From an optimization exercise on the open Yosys and OpenROAD flow, aimed at small area, a short achievable clock period and few clock cycles; shortcuts taken in it are not production practice.
Function was checked by simulation only, so behaviour that the tests miss may differ from the original.

Setup of lane 5:
==> flow/design.v <==
`timescale 1ns / 1ps
module cpu(
    input wire sysclk,
    input wire cpu_resetn,
    output wire [31:0] imem_addr,
    input wire [31:0] imem_rdata,
    output wire [31:0] dmem_addr,
    input wire [31:0] dmem_rdata,
    output wire dmem_we,
    output wire [3:0] dmem_wmask,
    output wire [31:0] dmem_wdata
    );
    reg [31:2] pc;               
    reg        x_wr;             
    reg        x_load;
    reg        x_store;
    reg        x_jump;           
    reg        x_br;             
    reg        x_alu;            
    reg        x_sub;
    reg        x_sra;
    reg        x_xpc;            
    reg        x_xrs;            
    reg        x_yimm;           
    reg        x_cimm;           
    reg        x_fwd1, x_fwd2;   
    reg [2:0]  x_f3;
    reg [4:0]  x_rd;
    reg [31:0] x_rs1v, x_rs2v, x_imm;
    reg [31:2] x_pc;
    reg        m_wr;
    reg        m_load;
    reg [2:0]  m_f3;
    reg [4:0]  m_rd;
    reg [31:0] m_res;
    reg        m_we;
    reg [3:0]  m_wmask;
    reg [31:0] m_wdata;
    assign imem_addr  = {pc, 2'b00};
    assign dmem_addr  = m_res;
    assign dmem_we    = m_we;
    assign dmem_wmask = m_wmask;
    assign dmem_wdata = m_wdata;
    wire [31:0] word = dmem_rdata;
    wire [15:0] half = m_res[1] ? word[31:16] : word[15:0];
    wire [7:0]  bytev = m_res[0] ? half[15:8] : half[7:0];
    wire [31:0] ldata = m_f3[1] ? word :
                        m_f3[0] ? {{16{~m_f3[2] & half[15]}}, half} :
                                  {{24{~m_f3[2] & bytev[7]}}, bytev};
    wire [31:0] wdat = m_load ? ldata : m_res;
    wire [31:0] ir = imem_rdata;
    wire [4:0] rs1 = ir[19:15];
    wire [4:0] rs2 = ir[24:20];
    wire [4:0] rd  = ir[11:7];
    wire [31:0] rf_q [0:31];
    assign rf_q[0] = 32'h0;
    genvar gi;
    generate
        for (gi = 1; gi < 32; gi = gi + 1) begin : g_rf
            reg [31:0] r;
            always @(posedge sysclk)
                if (m_wr && m_rd == gi) r <= wdat;
            assign rf_q[gi] = r;
        end
    endgenerate
    reg [31:0] rd1, rd2;
    integer k;
    always @(*) begin
        rd1 = 32'h0;
        rd2 = 32'h0;
        for (k = 1; k < 32; k = k + 1) begin
            rd1 = rd1 | ({32{rs1 == k}} & rf_q[k]);
            rd2 = rd2 | ({32{rs2 == k}} & rf_q[k]);
        end
    end
    wire byp1 = m_wr && (m_rd == rs1);
    wire byp2 = m_wr && (m_rd == rs2);
    wire [31:0] rs1_val = byp1 ? wdat : rd1;
    wire [31:0] rs2_val = byp2 ? wdat : rd2;
    wire [4:0] op = ir[6:2];
    wire [2:0] f3 = ir[14:12];
    wire op_lui   = (op == 5'b01101);
    wire op_auipc = (op == 5'b00101);
    wire op_jal   = (op == 5'b11011);
    wire op_jalr  = (op == 5'b11001);
    wire op_br    = (op == 5'b11000);
    wire op_load  = (op == 5'b00000);
    wire op_store = (op == 5'b01000);
    wire op_imm   = (op == 5'b00100);
    wire op_reg   = (op == 5'b01100);
    wire use_rs1 = ~(op_lui | op_auipc | op_jal);
    wire use_rs2 = op_br | op_store | op_reg;
    wire writes  = (op_lui | op_auipc | op_jal | op_jalr | op_load | op_imm | op_reg) && (rd != 5'd0);
    wire [31:0] imm_i = {{20{ir[31]}}, ir[31:20]};
    wire [31:0] imm_s = {{20{ir[31]}}, ir[31:25], ir[11:7]};
    wire [31:0] imm_b = {{20{ir[31]}}, ir[7], ir[30:25], ir[11:8], 1'b0};
    wire [31:0] imm_u = {ir[31:12], 12'h000};
    wire [31:0] imm_j = {{12{ir[31]}}, ir[19:12], ir[20], ir[30:21], 1'b0};
    wire [31:0] imm = (op_lui | op_auipc) ? imm_u :
                      op_jal   ? imm_j :
                      op_br    ? imm_b :
                      op_store ? imm_s : imm_i;
    wire [31:0] xa = x_fwd1 ? m_res : x_rs1v;    
    wire [31:0] xb = x_fwd2 ? m_res : x_rs2v;    
    wire [31:0] opx = ({32{x_xrs}} & xa) | ({32{x_xpc}} & {x_pc, 2'b00});
    wire [31:0] opy = x_yimm ? x_imm : xb;
    wire [31:0] sum = opx + (opy ^ {32{x_sub}}) + {31'h0, x_sub};
    wire [31:0] cb = x_cimm ? x_imm : xb;
    wire eq  = (xa == cb);
    wire ltu = (xa < cb);
    wire lt  = (xa[31] ^ cb[31]) ? xa[31] : ltu;
    wire [4:0] sh = opy[4:0];
    wire left = ~x_f3[2];
    function [31:0] rev32;
        input [31:0] v;
        integer i;
        for (i = 0; i < 32; i = i + 1) rev32[i] = v[31 - i];
    endfunction
    wire [31:0] shin = left ? rev32(xa) : xa;
    wire fill = x_sra & xa[31] & ~left;
    wire [63:0] shx = {{32{fill}}, shin} >> sh;
    wire [31:0] shout = left ? rev32(shx[31:0]) : shx[31:0];
    reg [31:0] alu_res;
    always @(*) begin
        case (x_f3)
            3'b000: alu_res = sum;
            3'b001: alu_res = shout;
            3'b010: alu_res = {31'h0, lt};
            3'b011: alu_res = {31'h0, ltu};
            3'b100: alu_res = xa ^ opy;
            3'b101: alu_res = shout;
            3'b110: alu_res = xa | opy;
            default: alu_res = xa & opy;
        endcase
    end
    wire [31:0] x_result = x_alu ? alu_res : x_jump ? {pc, 2'b00} : sum;
    wire bcond = x_f3[2] ? (x_f3[1] ? ltu : lt) : eq;
    wire redirect = x_jump | (x_br & (bcond ^ x_f3[0]));
    wire stall = x_load & x_wr & ((use_rs1 & (rs1 == x_rd)) | (use_rs2 & (rs2 == x_rd)));
    wire bubble = redirect | stall;
    wire [3:0] smask = x_f3[1] ? 4'b1111 :
                       x_f3[0] ? (sum[1] ? 4'b1100 : 4'b0011) :
                                 (4'b0001 << sum[1:0]);
    wire [31:0] sdata = x_f3[1] ? xb :
                        x_f3[0] ? {2{xb[15:0]}} : {4{xb[7:0]}};
    always @(posedge sysclk or negedge cpu_resetn) begin
        if (!cpu_resetn) begin
            pc <= 30'h00002000;
            x_wr <= 1'b0;
            x_load <= 1'b0;
            x_store <= 1'b0;
            x_jump <= 1'b0;
            x_br <= 1'b0;
            m_wr <= 1'b0;
            m_we <= 1'b0;
        end else begin
            if (redirect) pc <= sum[31:2];
            else if (!stall) pc <= pc + 30'd1;
            x_wr    <= ~bubble & writes;
            x_load  <= ~bubble & op_load;
            x_store <= ~bubble & op_store;
            x_jump  <= ~bubble & (op_jal | op_jalr);
            x_br    <= ~bubble & op_br;
            m_wr <= x_wr;
            m_we <= x_store;
        end
    end
    always @(posedge sysclk) begin
        x_alu  <= op_imm | op_reg;
        x_sub  <= op_reg & ir[30] & (f3 == 3'b000);
        x_sra  <= ir[30];
        x_xpc  <= op_auipc | op_jal | op_br;
        x_xrs  <= ~(op_lui | op_auipc | op_jal | op_br);
        x_yimm <= ~op_reg;
        x_cimm <= op_imm;
        x_fwd1 <= x_wr & (rs1 == x_rd);
        x_fwd2 <= x_wr & (rs2 == x_rd);
        x_f3   <= f3;
        x_rd   <= rd;
        x_rs1v <= rs1_val;
        x_rs2v <= rs2_val;
        x_imm  <= imm;
        x_pc   <= pc;
        m_load  <= x_load;
        m_f3    <= x_f3;
        m_rd    <= x_rd;
        m_res   <= x_result;
        m_wmask <= smask;
        m_wdata <= sdata;
    end
endmodule
clock: 12.0 ns
lec_check: 0
cap_margin: 20
core_margin: 2
core_utilization: 35
place_density: 0.5
slew_margin: 20
standard.sh (not shown) runs the stock make flow with config.mk's settings and CLKGATE_MAP_FILE= SYNTH_SCRIPT=/design/flow/synth_recipe.tcl, a recipe that flattens the netlist after the stock synthesis.
==> flow/flow/run.sh <==
#!/bin/bash
# Standard ORFS layout (the standard.sh, unchanged synthesis), with the
# timing repair asked to leave extra setup slack so that the layout is
# optimised for speed, not merely to meet the 12 ns constraint, and a
# sparser placement for faster detailed routing.
set -euo pipefail
bash standard.sh SETUP_SLACK_MARGIN=8.0 CORE_UTILIZATION=35 PLACE_DENSITY=0.5 finish > standard.log 2>&1
Testbench counts of lane 5, summed over its fixed seeds: cycles 94,921.
Input-level comparison between lane 3 and lane 5:
-- flow/design.v --
<<< lane 5, line 12
    );
    reg [31:2] pc;               
    reg        x_wr;             
    reg        x_load;
>>> lane 3, line 12
    );
    reg [31:2] pc;               
    reg        fix;              
    reg        fix_inc;          
    reg        x_wr;             
    reg        x_load;
<<< lane 5, line 17
    reg        x_jump;           
    reg        x_br;             
    reg        x_alu;            
    reg        x_sub;
>>> lane 3, line 19
    reg        x_jump;           
    reg        x_br;             
    reg        x_binv;           
    reg        x_alu;            
    reg        x_sub;
<<< lane 5, line 97
    wire [31:0] imm_u = {ir[31:12], 12'h000};
    wire [31:0] imm_j = {{12{ir[31]}}, ir[19:12], ir[20], ir[30:21], 1'b0};
    wire [31:0] imm = (op_lui | op_auipc) ? imm_u :
                      op_jal   ? imm_j :
                      op_br    ? imm_b :
>>> lane 3, line 100
    wire [31:0] imm_u = {ir[31:12], 12'h000};
    wire [31:0] imm_j = {{12{ir[31]}}, ir[19:12], ir[20], ir[30:21], 1'b0};
    wire bpred = op_br & ir[31] & ir[30] & ir[7];
    wire jpred = op_jal & ~ir[31] & ~ir[30] & ~ir[20] & (ir[19:12] == 8'h00);
    wire fpred = bpred | jpred;
    wire [8:0]  blo = {1'b0, pc[9:2]} + {1'b0, ir[29:25], ir[3] ? ir[24:22] : ir[11:9]};
    wire [31:2] btgt = {pc[31:10], blo[7:0]};
    wire [31:10] hinv = {22{fix & ~fix_inc}};
    wire [31:2] inc_in = fix ? {pc[31:10] ^ hinv, 8'hff} : pc;
    wire [31:2] pcinc = inc_in + 30'd1;
    wire [31:10] pchfix = pcinc[31:10] ^ hinv;
    wire [31:0] imm = fpred ? 32'd4 :
                      (op_lui | op_auipc) ? imm_u :
                      op_jal   ? imm_j :
                      op_br    ? imm_b :
<<< lane 5, line 136
    wire [31:0] x_result = x_alu ? alu_res : x_jump ? {pc, 2'b00} : sum;
    wire bcond = x_f3[2] ? (x_f3[1] ? ltu : lt) : eq;
    wire redirect = x_jump | (x_br & (bcond ^ x_f3[0]));
    wire stall = x_load & x_wr & ((use_rs1 & (rs1 == x_rd)) | (use_rs2 & (rs2 == x_rd)));
    wire bubble = redirect | stall;
    wire [3:0] smask = x_f3[1] ? 4'b1111 :
                       x_f3[0] ? (sum[1] ? 4'b1100 : 4'b0011) :
>>> lane 3, line 149
    wire [31:0] x_result = x_alu ? alu_res : x_jump ? {pc, 2'b00} : sum;
    wire bcond = x_f3[2] ? (x_f3[1] ? ltu : lt) : eq;
    wire redirect = x_jump | (x_br & (bcond ^ x_binv));
    wire stall = x_load & x_wr & ((use_rs1 & (rs1 == x_rd)) | (use_rs2 & (rs2 == x_rd)));
    wire bubble = redirect | fix | stall;
    wire [3:0] smask = x_f3[1] ? 4'b1111 :
                       x_f3[0] ? (sum[1] ? 4'b1100 : 4'b0011) :
<<< lane 5, line 147
        if (!cpu_resetn) begin
            pc <= 30'h00002000;
            x_wr <= 1'b0;
            x_load <= 1'b0;
>>> lane 3, line 160
        if (!cpu_resetn) begin
            pc <= 30'h00002000;
            fix <= 1'b0;
            fix_inc <= 1'b0;
            x_wr <= 1'b0;
            x_load <= 1'b0;
<<< lane 5, line 156
        end else begin
            if (redirect) pc <= sum[31:2];
            else if (!stall) pc <= pc + 30'd1;
            x_wr    <= ~bubble & writes;
            x_load  <= ~bubble & op_load;
            x_store <= ~bubble & op_store;
            x_jump  <= ~bubble & (op_jal | op_jalr);
            x_br    <= ~bubble & op_br;
            m_wr <= x_wr;
>>> lane 3, line 171
        end else begin
            if (redirect) pc <= sum[31:2];
            else if (fix) pc <= {pchfix, pc[9:2]};
            else if (stall) pc <= pc;
            else if (fpred) pc <= btgt;
            else pc <= pcinc;
            fix <= ~redirect & ~fix & ~stall & fpred & (blo[8] ^ ~ir[3]);
            fix_inc <= ir[3];
            x_wr    <= ~bubble & writes;
            x_load  <= ~bubble & op_load;
            x_store <= ~bubble & op_store;
            x_jump  <= ~bubble & (op_jalr | (op_jal & ~jpred));
            x_br    <= ~bubble & op_br;
            m_wr <= x_wr;
<<< lane 5, line 170
        x_sub  <= op_reg & ir[30] & (f3 == 3'b000);
        x_sra  <= ir[30];
        x_xpc  <= op_auipc | op_jal | op_br;
        x_xrs  <= ~(op_lui | op_auipc | op_jal | op_br);
>>> lane 3, line 190
        x_sub  <= op_reg & ir[30] & (f3 == 3'b000);
        x_sra  <= ir[30];
        x_binv <= f3[0] ^ bpred;
        x_xpc  <= op_auipc | op_jal | op_br;
        x_xrs  <= ~(op_lui | op_auipc | op_jal | op_br);
--- outcome ---
- [compare] base=lane 5 new=lane 3: via density per instance down 1.1%; buffer count excluding the clock tree in the final layout down 9; footprint of the multi-input gates up about 4.3%; final setup slack of the worst path down 210 ps.
- | overall routing resource usage | lane 3 vs lane 5 | ≈ equal |
Testbench counts of lane 3, summed over its fixed seeds: cycles 90,631.

re-timing with driven ports:
In the flow no input, the clock included, has a driving cell. The finished layouts below were timed again as built, in two steps.
Step 1, drivers: a clkbuf_16 drives sysclk and a buf_2 each remaining input, both assumed.
Step 2, shift: input delay + t, output delay - t, t = (earliest + latest rising clock arrival at the registers) / 2. This alone moves slack from input paths to output paths.
a / b / c = no drivers / after step 1 / after step 2; a / b = the first two.
run | t, ns | setup slack, ns | worst register clock-pin slew, ns
lane 5 | 0.879 | 7.897 / 7.945 / 7.073 | 0.08 / 0.08
lane 3 | 0.883 | 7.688 / 7.716 / 6.833 | 0.07 / 0.07
After both steps every run listed still meets setup and hold. The setup slack of lane 3, which loses most, moves by +0.028 ns with the drivers and by -0.855 ns with both steps.
